This design comes from an exercise in tuning for small area and a short achievable clock period on the open sky130 flow, not from production work. RTL that was checked went through simulation tests only; none was proved equivalent to the original. Power is estimated from default activity; no workload was simulated.

==> flow/design.v <==
module quad(clk, rst, A, B, Z, c, i);
parameter W = 14;
input clk, rst, A, B, Z;
output reg [W-1:0] c;    
output reg [W-1:0] i;    
reg [1:0] Ad, Bd;        
reg en;                  
reg dir;                 
reg [2:0] Zc;            
reg last_good;
always @(posedge clk) begin
    if (rst) begin
        Ad <= 2'b0;
        Bd <= 2'b0;
        en <= 1'b0;
    end else begin
        Ad <= {Ad[0], A};
        Bd <= {Bd[0], B};
        en <= Ad[0] ^ Ad[1] ^ Bd[0] ^ Bd[1];
    end
    dir <= Ad[0] ^ Bd[1];
end
wire good_one = &Zc;
wire good_zero = ~|Zc;
wire index_pulse = good_one & ~last_good;
wire [W-1:0] p = dir ? c : ~c;
wire [W-1:0] t;
assign t[0] = en;
genvar k;
generate for (k = 1; k < W; k = k + 1) begin : g_t
    assign t[k] = en & (&p[k-1:0]);
end endgenerate
always @(posedge clk) begin
    if (rst) begin
        Zc <= 3'b0;
        last_good <= 1'b0;
        c <= {W{1'b0}};
        i <= {W{1'b0}};
    end else begin
        if (Z && !good_one) Zc <= Zc + 3'd1;
        else if (!good_zero) Zc <= Zc - 3'd1;
        if (good_one) last_good <= 1'b1;
        else if (good_zero) last_good <= 1'b0;
        c <= c ^ t;
        if (index_pulse) i <= c;
    end
end
endmodule
module pluto_spi_rspi(clk, SCK, MOSI, MISO, SSEL, LED, nRESET, quadA, quadB, quadZ, up, down, dout, din);
parameter QW = 14;
input clk;
input SCK, SSEL, MOSI, nRESET;
output MISO;
output LED;
input [7:0] din;
input [3:0] quadA;
input [3:0] quadB;
input [3:0] quadZ;
output [9:0] dout;
output [3:0] up;
output [3:0] down;
wire rst = ~nRESET;
reg [9:0] real_dout;
assign dout = real_dout;
reg Zpolarity;
wire [QW-1:0] c0, c1, c2, c3, i0, i1, i2, i3;
quad q0(clk, rst, quadA[0], quadB[0], quadZ[0] ^ Zpolarity, c0, i0);
quad q1(clk, rst, quadA[1], quadB[1], quadZ[1] ^ Zpolarity, c1, i1);
quad q2(clk, rst, quadA[2], quadB[2], quadZ[2] ^ Zpolarity, c2, i2);
quad q3(clk, rst, quadA[3], quadB[3], quadZ[3] ^ Zpolarity, c3, i3);
wire [27:0] quad0 = {i0, c0};
wire [27:0] quad1 = {i1, c1};
wire [27:0] quad2 = {i2, c2};
wire [27:0] quad3 = {i3, c3};
reg [2:0] SCKr, SSELr;
always @(posedge clk) begin
    SCKr  <= rst ? 3'b0 : {SCKr[1:0], SCK};
    SSELr <= rst ? 3'b0 : {SSELr[1:0], SSEL};
end
wire SCK_risingedge  = ~SCKr[2] & SCKr[1];
wire SCK_fallingedge = SCKr[2] & ~SCKr[1];
wire SSEL_active = ~SSELr[1];
wire SSEL_startmessage = SSELr[2] & ~SSELr[1];
reg [2:0] bitcnt;
reg byte_received;
reg [4:0] spibytecnt;
reg [7:0] data_recvd;
reg [7:0] data_sent;
reg [7:0] data_outbuf;
reg [7:0] data_inbuf;
always @(posedge clk) begin
    if (rst) begin
        bitcnt <= 3'b0;
        byte_received <= 1'b0;
        spibytecnt <= 5'b0;
        data_sent <= 8'b0;
    end else begin
        if (SSEL_startmessage) begin
            bitcnt <= 3'b000;
            spibytecnt <= 5'b00000;
        end
        if (SSEL_active) begin
            if (SCK_risingedge) begin
                bitcnt <= bitcnt + 3'b001;
                if (bitcnt == 3'b000) data_sent <= data_outbuf;
            end else if (SCK_fallingedge) begin
                data_sent <= {data_sent[6:0], 1'b0};
                if (bitcnt == 3'b000) spibytecnt <= spibytecnt + 5'b00001;
            end
            byte_received <= SCK_risingedge && (bitcnt == 3'b111);
        end
    end
end
assign MISO = data_sent[7];
always @(posedge clk)
    if (SSEL_active & SCK_risingedge) data_recvd <= {data_recvd[6:0], MOSI};
reg [7:0] outmux;
always @(*) begin
    case (spibytecnt)
    5'd0:  outmux = quad0[7:0];
    5'd1:  outmux = quad0[15:8];
    5'd2:  outmux = quad0[23:16];
    5'd3:  outmux = {4'b0, quad0[27:24]};
    5'd4:  outmux = quad1[7:0];
    5'd5:  outmux = quad1[15:8];
    5'd6:  outmux = quad1[23:16];
    5'd7:  outmux = {4'b0, quad1[27:24]};
    5'd8:  outmux = quad2[7:0];
    5'd9:  outmux = quad2[15:8];
    5'd10: outmux = quad2[23:16];
    5'd11: outmux = {4'b0, quad2[27:24]};
    5'd12: outmux = quad3[7:0];
    5'd13: outmux = quad3[15:8];
    5'd14: outmux = quad3[23:16];
    5'd15: outmux = {4'b0, quad3[27:24]};
    5'd16: outmux = din;
    5'd17: outmux = {quadB, quadZ};
    5'd18: outmux = {4'b0, quadA};
    5'd19: outmux = 8'b0;
    default: outmux = {3'b0, spibytecnt};
    endcase
end
always @(posedge clk) begin
    if (rst) data_outbuf <= 8'b0;
    else if (SSEL_active) data_outbuf <= outmux;
end
wire br_next = SSEL_active ? (SCK_risingedge & (bitcnt == 3'b111)) : byte_received;
wire wr_next = ~SSELr[0] & br_next;
wire [4:0] sbc_next = SSEL_startmessage ? 5'd0 : spibytecnt;
reg ld_inbuf, ld0, ld1, ld2, ld3, ldd;
always @(posedge clk) begin
    if (rst) begin
        ld_inbuf <= 1'b0;
        {ld3, ld2, ld1, ld0} <= 4'b0;
        ldd <= 1'b0;
    end else begin
        ld_inbuf <= wr_next & ~sbc_next[0] & ~sbc_next[4] & (~sbc_next[3] | (sbc_next[2:1] == 2'b00));
        ld0 <= wr_next & (sbc_next == 5'd1);
        ld1 <= wr_next & (sbc_next == 5'd3);
        ld2 <= wr_next & (sbc_next == 5'd5);
        ld3 <= wr_next & (sbc_next == 5'd7);
        ldd <= wr_next & (sbc_next == 5'd9);
    end
end
always @(posedge clk) begin
    if (rst) data_inbuf <= 8'b0;
    else if (ld_inbuf) data_inbuf <= data_recvd;
end
always @(posedge clk) begin
    if (rst) begin
        real_dout <= 10'b0;
        Zpolarity <= 1'b0;
    end else if (ldd) begin
        real_dout <= {data_recvd[1:0], data_inbuf};
        Zpolarity <= data_recvd[7];
    end
end
wire [10:0] nv_duty = {data_recvd[2:0], data_inbuf};
wire nv_iu = data_recvd[4];
wire nv_id = data_recvd[5];
wire nv_pdm = data_recvd[6];
wire nv_sd = data_recvd[7];
reg [10:0] duty0, duty1, duty2, duty3;
reg [3:0] iu, id, sd;
reg pdm;
reg [10:0] pnext;
always @(posedge clk) pnext <= rst ? 11'd1 : pnext + 11'd1;
wire [10:0] duty0_n = ld0 ? nv_duty : duty0;
wire [10:0] duty1_n = ld1 ? nv_duty : duty1;
wire [10:0] duty2_n = ld2 ? nv_duty : duty2;
wire [10:0] duty3_n = ld3 ? nv_duty : duty3;
wire [3:0] ldv = {ld3, ld2, ld1, ld0};
wire [3:0] iu_n = (ldv & {4{nv_iu}}) | (~ldv & iu);
wire [3:0] id_n = (ldv & {4{nv_id}}) | (~ldv & id);
wire [3:0] sd_n = (ldv & {4{nv_sd}}) | (~ldv & sd);
wire pdm_n = ld0 ? nv_pdm : pdm;
always @(posedge clk) begin
    if (rst) begin
        duty0 <= 11'b0; duty1 <= 11'b0; duty2 <= 11'b0; duty3 <= 11'b0;
        iu <= 4'b0; id <= 4'b0; sd <= 4'b0; pdm <= 1'b0;
    end else begin
        duty0 <= duty0_n; duty1 <= duty1_n; duty2 <= duty2_n; duty3 <= duty3_n;
        iu <= iu_n; id <= id_n; sd <= sd_n; pdm <= pdm_n;
    end
end
wire [10:0] prev = {pnext[4], pnext[5], pnext[6], pnext[7], pnext[8], pnext[9],
                    pnext[10], pnext[3:0]};
wire [10:0] cmp_n = pdm_n ? prev : pnext;
wire [3:0] act_n = {duty3_n > cmp_n, duty2_n > cmp_n, duty1_n > cmp_n, duty0_n > cmp_n};
reg [3:0] up_r, down_r;
reg led_r;
always @(posedge clk) begin
    if (rst) begin
        up_r <= 4'b0;
        down_r <= 4'b0;
        led_r <= 1'b0;
    end else begin
        up_r <= iu_n ^ (~sd_n & act_n);
        down_r <= id_n ^ (sd_n & act_n);
        led_r <= iu_n[0] ^ id_n[0] ^ act_n[0];
    end
end
assign up = up_r;
assign down = down_r;
assign LED = led_r;
endmodule
export LEC_CHECK = 0
export ABC_AREA = 1
export CAP_MARGIN = 20
export CORE_MARGIN = 2
export CORE_UTILIZATION = 60
export CTS_BUF_LIST = sky130_fd_sc_hd__clkbuf_16
export CTS_CLUSTER_DIAMETER = 80
export CTS_CLUSTER_SIZE = 25
export SETUP_SLACK_MARGIN = 5.0
export SLEW_MARGIN = 20
create_clock -name core_clock -period 8.0 [get_ports {clk}]
standard.sh (not shown) runs the stock make flow with config.mk's settings and CLKGATE_MAP_FILE= SYNTH_SCRIPT=/design/flow/synth_recipe.tcl, a recipe that flattens the netlist after the stock synthesis.
==> flow/flow/run.sh <==
#!/bin/bash
# Standard layout (the standard.sh), with the port buffers made from
# buf_2 cells instead of the buffer that buffer_ports picks by default.
set -e
export BUFFER_PORTS_ARGS="-buffer_cell sky130_fd_sc_hd__buf_2"
bash standard.sh > standard.log 2>&1
Edit:
--- a/flow/design.v
+++ b/flow/design.v
@@ -207,5 +207,9 @@
                     pnext[10], pnext[3:0]};
 wire [10:0] cmp_n = pdm_n ? prev : pnext;
-wire [3:0] act_n = {duty3_n > cmp_n, duty2_n > cmp_n, duty1_n > cmp_n, duty0_n > cmp_n};
+wire [3:0] act_n;
+pwm_gt g0(duty0_n, cmp_n, act_n[0]);
+pwm_gt g1(duty1_n, cmp_n, act_n[1]);
+pwm_gt g2(duty2_n, cmp_n, act_n[2]);
+pwm_gt g3(duty3_n, cmp_n, act_n[3]);
 reg [3:0] up_r, down_r;
 reg led_r;
@@ -225,2 +229,12 @@
 assign LED = led_r;
 endmodule
+module pwm_gt(a, b, gt);
+input [10:0] a, b;
+output reg gt;
+integer k;
+always @(*) begin
+    gt = 1'b0;
+    for (k = 0; k < 11; k = k + 1)
+        gt = (a[k] & ~b[k]) | ((a[k] | ~b[k]) & gt);
+end
+endmodule
The new run went through all stages and came out clean. Non-clock buffer count came out lower by 3. Wire length came out lower by roughly a tenth. Hold slack is worse by 0.013 ns. Utilization came out lower by 0.61 points. Power came out lower by a few percent. Global-route usage came out lower by 2.9 points. Design area came out lower by a few percent. Die area came out lower by a few percent. Clock skew came out higher by 0.0082 ns. Area after synthesis came out lower by a few percent. Via count came out lower by a few percent.
Only the layout flow was run in the first run of this note; the RTL was not checked for function there.

## what the ideal ports hide
In the flow no input, the clock included, has a driving cell. The finished layouts below were timed again as built, in two steps. Step 1, drivers: a clkbuf_16 drives clk and a buf_2 each remaining input, both assumed. Step 2 moves the port delays by t, midway between the first and last clock arrival at a register: inputs arrive t later, outputs are due t later. That takes back most of the time a late clock gives input paths. a / b / c = ideal / step 1 / step 2; a / b = the first two.
run | t, ns | setup WS [ns] | worst setup path after step 2 | worst register clock-pin slew, ns | worst slew at a driven data input, ns
the first run | 0.556 | 5.240 / 5.240 / 4.703 | input to register | 0.11 / 0.11 | 0.04
the second run | 0.546 | 5.168 / 5.168 / 4.774 | input to register | 0.11 / 0.11 | 0.04
After both steps setup and hold are still met in every run listed. For the first run, which loses most, drivers alone change the setup slack by 0.000 ns; drivers and shift together by -0.537 ns.
